Context: an optimization exercise on an open-source flow, tuned for small area. The choices shown serve that exercise and are no tape-out recipe.
Where RTL was checked, it was by simulation tests only, not by an equivalence proof against the original.

==> tundra <==
==> flow/design.v <==
`timescale 1ns / 1ps
`timescale 1ns / 1ps
`timescale 1ns / 1ps
`timescale 1ns / 1ps
`timescale 1ns / 1ps
`timescale 1ns / 1ps
`timescale 1ns / 1ps
`timescale 1ns / 1ps
`timescale 1ns / 1ps
`timescale 1ns / 1ps
`timescale 1ns / 1ps
`timescale 1ns / 1ps
`timescale 1ns / 1ps
`timescale 1ns / 1ps
`timescale 1ns / 1ps
`timescale 1ns / 1ps
module top_module(
    input mclk,
    input [15:0] sw,
    input rst,
    input press,
    output [6:0] seg,
    output [3:0] an
);
    reg [3:0] ds;
    localparam N0=4'd0, N1=4'd1, N2=4'd2, N3=4'd3, N4=4'd4, N5=4'd5, N6=4'd6, N7=4'd7,
               N8=4'd8, N9=4'd9, Q0=4'd10, Q9=4'd11, R0=4'd12, R1=4'd13, R9=4'd14;
    always @(posedge mclk) begin
        if (rst) ds <= N0;
        else case (ds)
            N0: ds <= press ? N1 : N0;
            N1: ds <= press ? N2 : N0;
            N2: ds <= press ? N3 : N0;
            N3: ds <= press ? N4 : N0;
            N4: ds <= press ? N5 : N0;
            N5: ds <= press ? N6 : N0;
            N6: ds <= press ? N7 : N0;
            N7: ds <= press ? N8 : N0;
            N8: ds <= press ? Q9 : Q0;
            N9: ds <= press ? N9 : N0;
            Q0: ds <= press ? R1 : R0;
            Q9: ds <= press ? R9 : R0;
            R0: ds <= press ? N1 : N0;
            R1: ds <= press ? N2 : N0;
            R9: ds <= press ? N9 : N0;
            default: ds <= N0;
        endcase
    end
    wire pe = (ds == R0) | (ds == R1) | (ds == R9);
    reg [6:0] t;
    wire tz = (t[5:0] == 6'd0);
    wire last = t[6] & tz;
    wire start = pe & tz;
    always @(posedge mclk) begin
        if (rst) t <= 7'd0;
        else if (start) t <= 7'b1100010;
        else t <= {t[5:0], (t[6] ^ t[5]) & ~tz};
    end
    localparam CNT = 2'd0, SUB = 2'd1, MUL = 2'd2, DIV = 2'd3;
    wire [3:0] a = sw[3:0];
    wire [3:0] b = sw[7:4];
    wire [2:0] op = sw[15:13];
    reg [3:0] ra, rb;
    reg [4:0] ones;
    reg [3:0] tens;
    reg [1:0] hund;
    reg [1:0] mode;
    reg [3:0] lg;
    always @* case (op[1:0])
        2'd0: lg = a & b;
        2'd1: lg = a | b;
        2'd2: lg = a ^ b;
        default: lg = ~a;
    endcase
    wire use_ra = mode[0];                
    wire [3:0] sub_s = use_ra ? ra : 4'd1;
    wire [3:0] add_s = (mode == MUL) ? ra : 4'd1;
    wire [4:0] diff = {1'b0, rb} - {1'b0, sub_s};
    wire fold = (ones >= 5'd10);
    wire ok = ~diff[4] & ~((mode == DIV) & (ra == 4'd0));
    wire step = ~fold & ok & (mode != SUB);
    wire [4:0] sum = ones + (fold ? 5'b10110 : {1'b0, add_s});
    always @(posedge mclk) begin
        if (start) begin
            ra <= b;
            rb <= op[2] ? lg : a;
            mode <= op[2] ? CNT : op[1:0];
            ones <= (op == 3'd0) ? {1'b0, b} : 5'd0;
            tens <= 4'd0;
            hund <= 2'd0;
        end else begin
            if (fold | step) ones <= sum;
            if (fold) begin
                if (tens == 4'd9) begin tens <= 4'd0; hund <= hund + 2'd1; end
                else tens <= tens + 4'd1;
            end
            if (step | (mode == SUB)) rb <= diff[3:0];
            if (mode == SUB) mode <= CNT;
        end
    end
    reg [9:0] d;
    always @(posedge mclk) begin
        if (rst) d <= 10'd0;
        else if (last) d <= {hund, tens, ones[3:0]};
    end
    reg [9:0] g;
    wire gz = (g[8:0] == 9'd0);
    reg fl;
    reg [1:0] sa;
    always @(posedge mclk) begin
        if (rst) begin g <= 10'd0; fl <= 1'b0; sa <= 2'd0; end
        else begin
            g <= {g[8:0], g[9] ^ g[6] ^ gz};
            fl <= 1'b1;
            if (gz & ~g[9] & fl) sa <= sa + 2'd1;
        end
    end
    reg [3:0] an_r;
    reg [3:0] dig;
    always @* case (sa)
        2'd0: begin an_r = 4'b1110; dig = d[3:0]; end
        2'd1: begin an_r = 4'b0111; dig = 4'd0; end
        2'd2: begin an_r = 4'b1011; dig = {2'b00, d[9:8]}; end
        default: begin an_r = 4'b1101; dig = d[7:4]; end
    endcase
    assign an = an_r;
    reg [6:0] s;
    always @* case (dig)
        4'd0: s = 7'b1000000;
        4'd1: s = 7'b1111001;
        4'd2: s = 7'b0100100;
        4'd3: s = 7'b0110000;
        4'd4: s = 7'b0011001;
        4'd5: s = 7'b0010010;
        4'd6: s = 7'b0000010;
        4'd7: s = 7'b1111000;
        4'd8: s = 7'b0000000;
        default: s = 7'b0010000;
    endcase
    assign seg = s;
endmodule
==> flow/flow/run.sh <==
#!/bin/bash
# Layout flow: the standard ORFS flow, with three changes to how the
# layout is made:
#  - synthesis maps with an area-oriented ABC script (abc_area.script here)
#    and leaves adders to ABC instead of the full/half-adder cells;
#  - the port buffers are sky130_fd_sc_hd__buf_1;
#  - clock tree synthesis clusters all sinks under few buffers and adds no
#    dummy loads.
# Everything else (registers, floorplan, power grid, CTS, routing) is the
# standard flow. Each step's full output goes to a log file in this folder.
set -euo pipefail
here=$(pwd)
mkdir -p "$here/synth_scripts"
cp -r "$FLOW_HOME/scripts/." "$here/synth_scripts/"
cp "$here/flow/abc_area.script" "$here/synth_scripts/abc_area.script"
bash standard.sh synth SCRIPTS_DIR="$here/synth_scripts" ADDER_MAP_FILE= > "$here/synth.log" 2>&1
bash standard.sh finish BUFFER_PORTS_ARGS="-buffer_cell sky130_fd_sc_hd__buf_1" \
  CTS_ARGS="-sink_clustering_enable -repair_clock_nets -dont_use_dummy_load -sink_clustering_size 64 -sink_clustering_max_diameter 300 -buf_list sky130_fd_sc_hd__clkbuf_16" > "$here/layout.log" 2>&1
test -f "$here/out/final.def"
==> flow/flow/abc_area.script <==
strash
&get -n
&fraig -x
&put
scorr
dc2
strash
&get -n
&dch -f
&nf -R 1000
&put
==> flow/standard.sh <==
#!/bin/bash
# synth_recipe.tcl (not shown) runs the flow's synth.tcl, then flattens the netlist and writes it again
# the make line also repeats each setting of config.mk as NAME=value (left out here)
make -C /OpenROAD-flow-scripts/flow DESIGN_CONFIG=/design/flow/config.mk WORK_HOME=/design/flow/orfs CLKGATE_MAP_FILE= SYNTH_SCRIPT=/design/flow/synth_recipe.tcl "${@:-finish}"
==> flow/config.mk <==
export PLATFORM = sky130hd
export DESIGN_NAME = top_module
export DESIGN_NICKNAME = top_module
export VERILOG_FILES = /design/flow/design.v
export SDC_FILE = /design/flow/constraint.sdc
export NUM_CORES = 4
export LEC_CHECK = 0
export ABC_AREA = 1
export CAP_MARGIN = 20
export CORE_MARGIN = 2
export CORE_UTILIZATION = 40
export SLEW_MARGIN = 20
==> flow/constraint.sdc <==
create_clock -name core_clock -period 10.0 [get_ports {mclk}]
set_input_delay 2.0000 -clock core_clock [delete_from_list [all_inputs] [get_ports {mclk}]]
set_output_delay 2.0000 -clock core_clock [all_outputs]
set_load 0.01 [all_outputs]
==> inputs of cedar, as changes to tundra <==
==> flow/design.v, changed modules only <==
module top_module(
    input mclk,
    input [15:0] sw,
    input rst,
    input press,
    output [6:0] seg,
    output [3:0] an
);
    reg p1, p2;
    reg [3:0] dc;
    always @(posedge mclk) begin
        if (rst) begin p1 <= 1'b0; p2 <= 1'b0; dc <= 4'd0; end
        else begin
            p1 <= press;
            p2 <= p1;
            if (!p2) dc <= 4'd0;
            else if (dc[3]) dc <= 4'b1001;
            else dc <= dc + 4'd1;
        end
    end
    wire pe = dc[3] & ~dc[0];
    reg [6:0] t;
    wire tz = (t[5:0] == 6'd0);
    wire last = t[6] & tz;
    wire start = pe & tz;
    always @(posedge mclk) begin
        if (rst) t <= 7'd0;
        else if (start) t <= 7'b1100010;
        else t <= {t[5:0], (t[6] ^ t[5]) & ~tz};
    end
    localparam CNT = 2'd0, SUB = 2'd1, MUL = 2'd2, DIV = 2'd3;
    wire [3:0] a = sw[3:0];
    wire [3:0] b = sw[7:4];
    wire [2:0] op = sw[15:13];
    reg [3:0] ra, rb;
    reg [4:0] ones;
    reg [4:0] tc;                         
    reg [1:0] mode;
    reg [3:0] lg;
    always @* case (op[1:0])
        2'd0: lg = a & b;
        2'd1: lg = a | b;
        2'd2: lg = a ^ b;
        default: lg = ~a;
    endcase
    wire use_ra = mode[0];                
    wire [3:0] sub_s = use_ra ? ra : 4'd1;
    wire [3:0] add_s = (mode == MUL) ? ra : 4'd1;
    wire [4:0] diff = {1'b0, rb} - {1'b0, sub_s};
    wire fold = (ones >= 5'd10);
    wire ok = ~diff[4] & ~((mode == DIV) & (ra == 4'd0));
    wire step = ~fold & ok & (mode != SUB);
    wire [4:0] sum = ones + (fold ? 5'b10110 : {1'b0, add_s});
    always @(posedge mclk) begin
        if (start) begin
            ra <= b;
            rb <= op[2] ? lg : a;
            mode <= op[2] ? CNT : op[1:0];
            ones <= (op == 3'd0) ? {1'b0, b} : 5'd0;
            tc <= 5'd0;
        end else begin
            if (fold | step) ones <= sum;
            if (fold) tc <= tc + 5'd1;
            if (step | (mode == SUB)) rb <= diff[3:0];
            if (mode == SUB) mode <= CNT;
        end
    end
    reg [8:0] d;
    always @(posedge mclk) begin
        if (rst) d <= 9'd0;
        else if (last) d <= {tc, ones[3:0]};
    end
    wire [4:0] dt = d[8:4];
    wire [1:0] dh = (dt >= 5'd20) ? 2'd2 : (dt >= 5'd10) ? 2'd1 : 2'd0;
    wire [3:0] dtens = (dt >= 5'd20) ? dt - 5'd20 : (dt >= 5'd10) ? dt - 5'd10 : dt;
    reg [9:0] g;
    wire gz = (g[8:0] == 9'd0);
    reg fl;
    reg [1:0] sa;
    always @(posedge mclk) begin
        if (rst) begin g <= 10'd0; fl <= 1'b0; sa <= 2'd0; end
        else begin
            g <= {g[8:0], g[9] ^ g[6] ^ gz};
            fl <= 1'b1;
            if (gz & ~g[9] & fl) sa <= sa + 2'd1;
        end
    end
    reg [3:0] an_r;
    reg [3:0] dig;
    always @* case (sa)
        2'd0: begin an_r = 4'b1110; dig = d[3:0]; end
        2'd1: begin an_r = 4'b0111; dig = 4'd0; end
        2'd2: begin an_r = 4'b1011; dig = {2'b00, dh}; end
        default: begin an_r = 4'b1101; dig = dtens; end
    endcase
    assign an = an_r;
    reg [6:0] s;
    always @* case (dig)
        4'd0: s = 7'b1000000;
        4'd1: s = 7'b1111001;
        4'd2: s = 7'b0100100;
        4'd3: s = 7'b0110000;
        4'd4: s = 7'b0011001;
        4'd5: s = 7'b0010010;
        4'd6: s = 7'b0000010;
        4'd7: s = 7'b1111000;
        4'd8: s = 7'b0000000;
        default: s = 7'b0010000;
    endcase
    assign seg = s;
endmodule
==> flow/flow/run.sh (replaced) <==
#!/bin/bash
# Layout flow: the standard ORFS flow (standard.sh), with these changes to
# how the layout is made:
#  - synthesis maps with an area-oriented ABC script (abc_area.script here)
#    and leaves adders to ABC instead of the full/half-adder cells; the
#    registers are the standard synthesis's;
#  - the port buffers are sky130_fd_sc_hd__buf_1;
#  - clock tree synthesis uses clkbuf_4 and no dummy loads; if the routed
#    layout then has a flip-flop clock-pin slew over 115 ps, the clock tree
#    and everything after it are redone with clkbuf_8.
# Each step's full output goes to a log file in this folder.
set -euo pipefail
here=$(pwd)
res="$here/orfs/results/sky130hd/top_module/base"
mkdir -p "$here/synth_scripts"
cp -r "$FLOW_HOME/scripts/." "$here/synth_scripts/"
cp "$here/flow/abc_area.script" "$here/synth_scripts/abc_area.script"
bash standard.sh synth SCRIPTS_DIR="$here/synth_scripts" ADDER_MAP_FILE= > "$here/synth.log" 2>&1

CTS_COMMON="-sink_clustering_enable -repair_clock_nets -dont_use_dummy_load -sink_clustering_size 64 -sink_clustering_max_diameter 300"
PORTS="-buffer_cell sky130_fd_sc_hd__buf_1"
bash standard.sh finish BUFFER_PORTS_ARGS="$PORTS" \
  CTS_ARGS="$CTS_COMMON -buf_list sky130_fd_sc_hd__clkbuf_4" > "$here/layout.log" 2>&1
RES="$res" openroad -no_init -exit "$here/flow/clkslew.tcl" > "$here/clkslew.log" 2>&1
slew=$(awk '/^CLKSLEW/ {print $2}' "$here/clkslew.log")
if [[ -z "$slew" ]] || awk -v s="$slew" 'BEGIN { exit !(s > 115) }'; then
  bash standard.sh clean_cts clean_route clean_finish > "$here/clean.log" 2>&1
  bash standard.sh finish BUFFER_PORTS_ARGS="$PORTS" \
    CTS_ARGS="$CTS_COMMON -buf_list sky130_fd_sc_hd__clkbuf_8" > "$here/layout2.log" 2>&1
  RES="$res" openroad -no_init -exit "$here/flow/clkslew.tcl" > "$here/clkslew2.log" 2>&1
fi
test -f "$here/out/final.def"
==> flow/flow/abc_area.script (replaced) <==
strash
&get -n
&fraig -x
&put
scorr
dc2
strash
&get -n
&deepsyn -T 60
&put
strash
&get -n
&dch -f
&nf -R 1000
&put
==> flow/flow/clkslew.tcl (new file) <==
# Prints the largest slew at a flip-flop clock pin of the routed layout, in ps.
read_liberty $::env(FLOW_HOME)/platforms/sky130hd/lib/sky130_fd_sc_hd__tt_025C_1v80.lib
read_db $::env(RES)/6_final.odb
read_sdc $::env(RES)/6_final.sdc
read_spef $::env(RES)/6_final.spef
set_propagated_clock [all_clocks]
set worst 0
foreach pin [all_registers -clock_pins -edge_triggered] {
  foreach edge {rise fall} {
    foreach analysis {min max} {
      set s [sta::time_ui_sta [get_property $pin slew_${analysis}_$edge]]
      set worst [expr {max($worst, $s * 1e12)}]
    }
  }
}
puts "CLKSLEW [format %.1f $worst]"
Settings changed: CORE_UTILIZATION 40 to 70.
==> inputs of willow, as changes to tundra <==
==> flow/design.v, changed modules only <==
module top_module(
    input mclk,
    input [15:0] sw,
    input rst,
    input press,
    output [6:0] seg,
    output [3:0] an
);
    reg p1, p2;
    reg [3:0] dc;
    always @(posedge mclk) begin
        if (rst) begin p1 <= 1'b0; p2 <= 1'b0; dc <= 4'd0; end
        else begin
            p1 <= press;
            p2 <= p1;
            if (!p2) dc <= 4'd0;
            else if (dc[3]) dc <= 4'b1001;
            else dc <= dc + 4'd1;
        end
    end
    wire pe = dc[3] & ~dc[0];
    reg [6:0] t;
    wire tz = (t[5:0] == 6'd0);
    wire last = t[6] & tz;
    wire start = pe & tz;
    always @(posedge mclk) begin
        if (rst) t <= 7'd0;
        else if (start) t <= 7'b1100010;
        else t <= {t[5:0], (t[6] ^ t[5]) & ~tz};
    end
    localparam CNT = 2'd0, SUB = 2'd1, MUL = 2'd2, DIV = 2'd3;
    wire [3:0] a = sw[3:0];
    wire [3:0] b = sw[7:4];
    wire [2:0] op = sw[15:13];
    reg [3:0] ra, rb;
    reg [4:0] ones;
    reg [3:0] tens;
    reg [1:0] hund;
    reg [1:0] mode;
    reg [3:0] lg;
    always @* case (op[1:0])
        2'd0: lg = a & b;
        2'd1: lg = a | b;
        2'd2: lg = a ^ b;
        default: lg = ~a;
    endcase
    wire use_ra = mode[0];                
    wire [3:0] sub_s = use_ra ? ra : 4'd1;
    wire [3:0] add_s = (mode == MUL) ? ra : 4'd1;
    wire [4:0] diff = {1'b0, rb} - {1'b0, sub_s};
    wire fold = (ones >= 5'd10);
    wire ok = ~diff[4] & ~((mode == DIV) & (ra == 4'd0));
    wire step = ~fold & ok & (mode != SUB);
    wire [4:0] sum = ones + (fold ? 5'b10110 : {1'b0, add_s});
    always @(posedge mclk) begin
        if (start) begin
            ra <= b;
            rb <= op[2] ? lg : a;
            mode <= op[2] ? CNT : op[1:0];
            ones <= (op == 3'd0) ? {1'b0, b} : 5'd0;
            tens <= 4'd0;
            hund <= 2'd0;
        end else begin
            if (fold | step) ones <= sum;
            if (fold) begin
                if (tens == 4'd9) begin tens <= 4'd0; hund <= hund + 2'd1; end
                else tens <= tens + 4'd1;
            end
            if (step | (mode == SUB)) rb <= diff[3:0];
            if (mode == SUB) mode <= CNT;
        end
    end
    reg [9:0] d;
    always @(posedge mclk) begin
        if (rst) d <= 10'd0;
        else if (last) d <= {hund, tens, ones[3:0]};
    end
    reg [9:0] g;
    wire gz = (g[8:0] == 9'd0);
    reg fl;
    reg [1:0] sa;
    always @(posedge mclk) begin
        if (rst) begin g <= 10'd0; fl <= 1'b0; sa <= 2'd0; end
        else begin
            g <= {g[8:0], g[9] ^ g[6] ^ gz};
            fl <= 1'b1;
            if (gz & ~g[9] & fl) sa <= sa + 2'd1;
        end
    end
    reg [3:0] an_r;
    reg [3:0] dig;
    always @* case (sa)
        2'd0: begin an_r = 4'b1110; dig = d[3:0]; end
        2'd1: begin an_r = 4'b0111; dig = 4'd0; end
        2'd2: begin an_r = 4'b1011; dig = {2'b00, d[9:8]}; end
        default: begin an_r = 4'b1101; dig = d[7:4]; end
    endcase
    assign an = an_r;
    reg [6:0] s;
    always @* case (dig)
        4'd0: s = 7'b1000000;
        4'd1: s = 7'b1111001;
        4'd2: s = 7'b0100100;
        4'd3: s = 7'b0110000;
        4'd4: s = 7'b0011001;
        4'd5: s = 7'b0010010;
        4'd6: s = 7'b0000010;
        4'd7: s = 7'b1111000;
        4'd8: s = 7'b0000000;
        default: s = 7'b0010000;
    endcase
    assign seg = s;
endmodule
--- a/flow/flow/run.sh
+++ b/flow/flow/run.sh
@@ -15,5 +15,5 @@
 cp "$here/flow/abc_area.script" "$here/synth_scripts/abc_area.script"
 bash standard.sh synth SCRIPTS_DIR="$here/synth_scripts" ADDER_MAP_FILE= > "$here/synth.log" 2>&1
 bash standard.sh finish BUFFER_PORTS_ARGS="-buffer_cell sky130_fd_sc_hd__buf_1" \
-  CTS_ARGS="-sink_clustering_enable -repair_clock_nets -dont_use_dummy_load -sink_clustering_size 64 -sink_clustering_max_diameter 300 -buf_list sky130_fd_sc_hd__clkbuf_16" > "$here/layout.log" 2>&1
+  CTS_ARGS="-sink_clustering_enable -repair_clock_nets -dont_use_dummy_load -sink_clustering_size 64 -sink_clustering_max_diameter 300 -buf_list sky130_fd_sc_hd__clkbuf_4" > "$here/layout.log" 2>&1
 test -f "$here/out/final.def"
==> flow/flow/abc_area.script (replaced) <==
strash
&get -n
&fraig -x
&put
scorr
dc2
strash
&get -n
&deepsyn -T 60
&put
strash
&get -n
&dch -f
&nf -R 1000
&put
Settings changed: CORE_UTILIZATION 40 to 70.
==> impl_results.html <==
<table>
<tr><th>Metric</th><th>Value</th></tr>
<tr><th colspan="2">Status</th></tr>
<tr><td>Status</td><td>finished clean</td></tr>
<tr><th colspan="2">Drt</th></tr>
<tr><td>Average via count per standard cell</td><td>5.64</td></tr>
<tr><td>Drt first-iter violations</td><td>98</td></tr>
<tr><th colspan="2">Finish</th></tr>
<tr><td>Fraction of layout cells with a size suffix above 1</td><td>0.0204</td></tr>
<tr><td>Clock network share of area</td><td>0.0258</td></tr>
<tr><th colspan="2">Logic synthesis</th></tr>
<tr><td>Seq cells post-synth</td><td>55</td></tr>
<tr><td>Sequential element share of the synthesized area</td><td>0.513</td></tr>
<tr><td>Top cells by area in the synthesized netlist</td><td>dfxtp_1 (33%), edfxtp_1 (18%), nor2_1 (4.9%), nor2b_1 (4.9%), a22o_1 (4.0%)</td></tr>
<tr><th colspan="2">Setup path</th></tr>
<tr><td>Critical path buffer and inverter count</td><td>1</td></tr>
<tr><td>R2r endpoint</td><td>ones[1]$_DFFE_PP_</td></tr>
<tr><th colspan="2">Floorplan</th></tr>
<tr><td>Core Footprint</td><td>3340 µm²</td></tr>
<tr><th colspan="2">Placed design</th></tr>
<tr><td>Placed inst area</td><td>2590 µm²</td></tr>
</table>
[end of results for cedar]
==> impl_results.html <==
<table>
<tr><th>Metric</th><th>Value</th></tr>
<tr><th colspan="2">Drt</th></tr>
<tr><td>Average via count per standard cell</td><td>5.81</td></tr>
<tr><td>Drt first-iter violations</td><td>between 200 and 250</td></tr>
<tr><td>Wire length after detailed routing</td><td>4.53 mm</td></tr>
<tr><th colspan="2">Finish</th></tr>
<tr><td>Fraction of layout cells with a size suffix above 1</td><td>0.0351</td></tr>
<tr><td>Clock network share of area</td><td>0.0257</td></tr>
<tr><th colspan="2">Logic synthesis</th></tr>
<tr><td>Sequential element share of the synthesized area</td><td>0.537</td></tr>
<tr><td>Seq cells post-synth</td><td>57</td></tr>
<tr><td>Commonest cells in the netlist</td><td>dfxtp_1 (42), nand2_1 (27), nor2b_1 (23), nor2_1 (22), o21ai_0 (20)</td></tr>
<tr><td>Top cells by area in the synthesized netlist</td><td>dfxtp_1 (35%), edfxtp_1 (19%), nor2b_1 (6.0%), a22o_1 (4.7%), nand2_1 (4.2%)</td></tr>
<tr><th colspan="2">Status</th></tr>
<tr><td>Status</td><td>finished clean</td></tr>
<tr><th colspan="2">Floorplan</th></tr>
<tr><td>Core Footprint</td><td>3310 µm²</td></tr>
<tr><td>X dimension of the die</td><td>approximately 63 µm</td></tr>
<tr><th colspan="2">Clocking</th></tr>
<tr><td>Clock buffer depth</td><td>2</td></tr>
<tr><th colspan="2">Flow run</th></tr>
<tr><td>Maximum capacitance violations</td><td>0</td></tr>
<tr><th colspan="2">Setup path</th></tr>
<tr><td>CP top delay family</td><td>simple AND/OR/NAND/NOR gates</td></tr>
<tr><td>Startpoint of the worst register-to-register path</td><td>mode[0]$_SDFFCE_PP0P_</td></tr>
</table>
[end of results for willow]
==> impl_results.html <==
<table>
<tr><th>Metric</th><th>Value</th></tr>
<tr><th colspan="2">Status</th></tr>
<tr><td>Status</td><td>finished clean</td></tr>
<tr><th colspan="2">Floorplan</th></tr>
<tr><td>Core Footprint</td><td>6030 µm²</td></tr>
<tr><th colspan="2">Worst hold path</th></tr>
<tr><td>HP Class</td><td>reg -&gt; reg</td></tr>
<tr><th colspan="2">Timing</th></tr>
<tr><td>Minimum setup slack in the final design</td><td>5.88 ns</td></tr>
<tr><th colspan="2">Finish</th></tr>
<tr><td>Highest-count cells in the layout ignoring fill and taps</td><td>dfxtp_1 (40), nand2_1 (38), a21oi_1 (30)</td></tr>
<tr><td>Clock network share of area</td><td>0.0439</td></tr>
<tr><td>Finished Core Util</td><td>0.473</td></tr>
<tr><td>Fraction of layout cells with a size suffix above 1</td><td>0.0188</td></tr>
<tr><th colspan="2">Setup path</th></tr>
<tr><td>R2r endpoint</td><td>ones[3]$_DFFE_PP_</td></tr>
<tr><th colspan="2">Drt</th></tr>
<tr><td>Average via count per standard cell</td><td>5.38</td></tr>
<tr><td>Drt first-iter violations</td><td>84</td></tr>
<tr><th colspan="2">Placed design</th></tr>
<tr><td>Placed inst area</td><td>~2700 µm²</td></tr>
<tr><th colspan="2">Logic synthesis</th></tr>
<tr><td>Yosys warns</td><td>1</td></tr>
<tr><td>Top cells by area in the synthesized netlist</td><td>dfxtp_1 (32%), edfxtp_1 (18%), a21oi_1 (5.9%), nand2_1 (5.6%), o21ai_0 (4.7%)</td></tr>
</table>
[end of results for tundra]
Only the layout flow was run in tundra and cedar; the RTL was not checked for function there.

[static timing again, ports no longer ideal]
How much do the figures lean on ideal ports? The routed layouts below were timed once more, with nothing changed but the port constraints.
Step 1: set_driving_cell puts a clkbuf_16 on mclk and a buf_2 on each other input, an assumption about the parent block.
Step 2, shift: input delay + t, output delay - t, t = (earliest + latest rising clock arrival at the registers) / 2. This alone moves slack from input paths to output paths.
a / b / c = ideal ports / drivers / drivers and shift; a / b = the first two.
| run | t (ns) | setup slack, ns | latest minus earliest clock arrival (ns) |
|---|---|---|---|
| tundra | 0.316 | 5.878 / 5.846 / 6.161 | 0.009 / 0.009 |
| cedar | 0.319 | 5.139 / 5.110 / 5.429 | 0.027 / 0.027 |
| willow | 0.397 | 5.643 / 5.618 / 6.016 | 0.035 / 0.035 |
After both steps setup and hold are still met in every run listed.
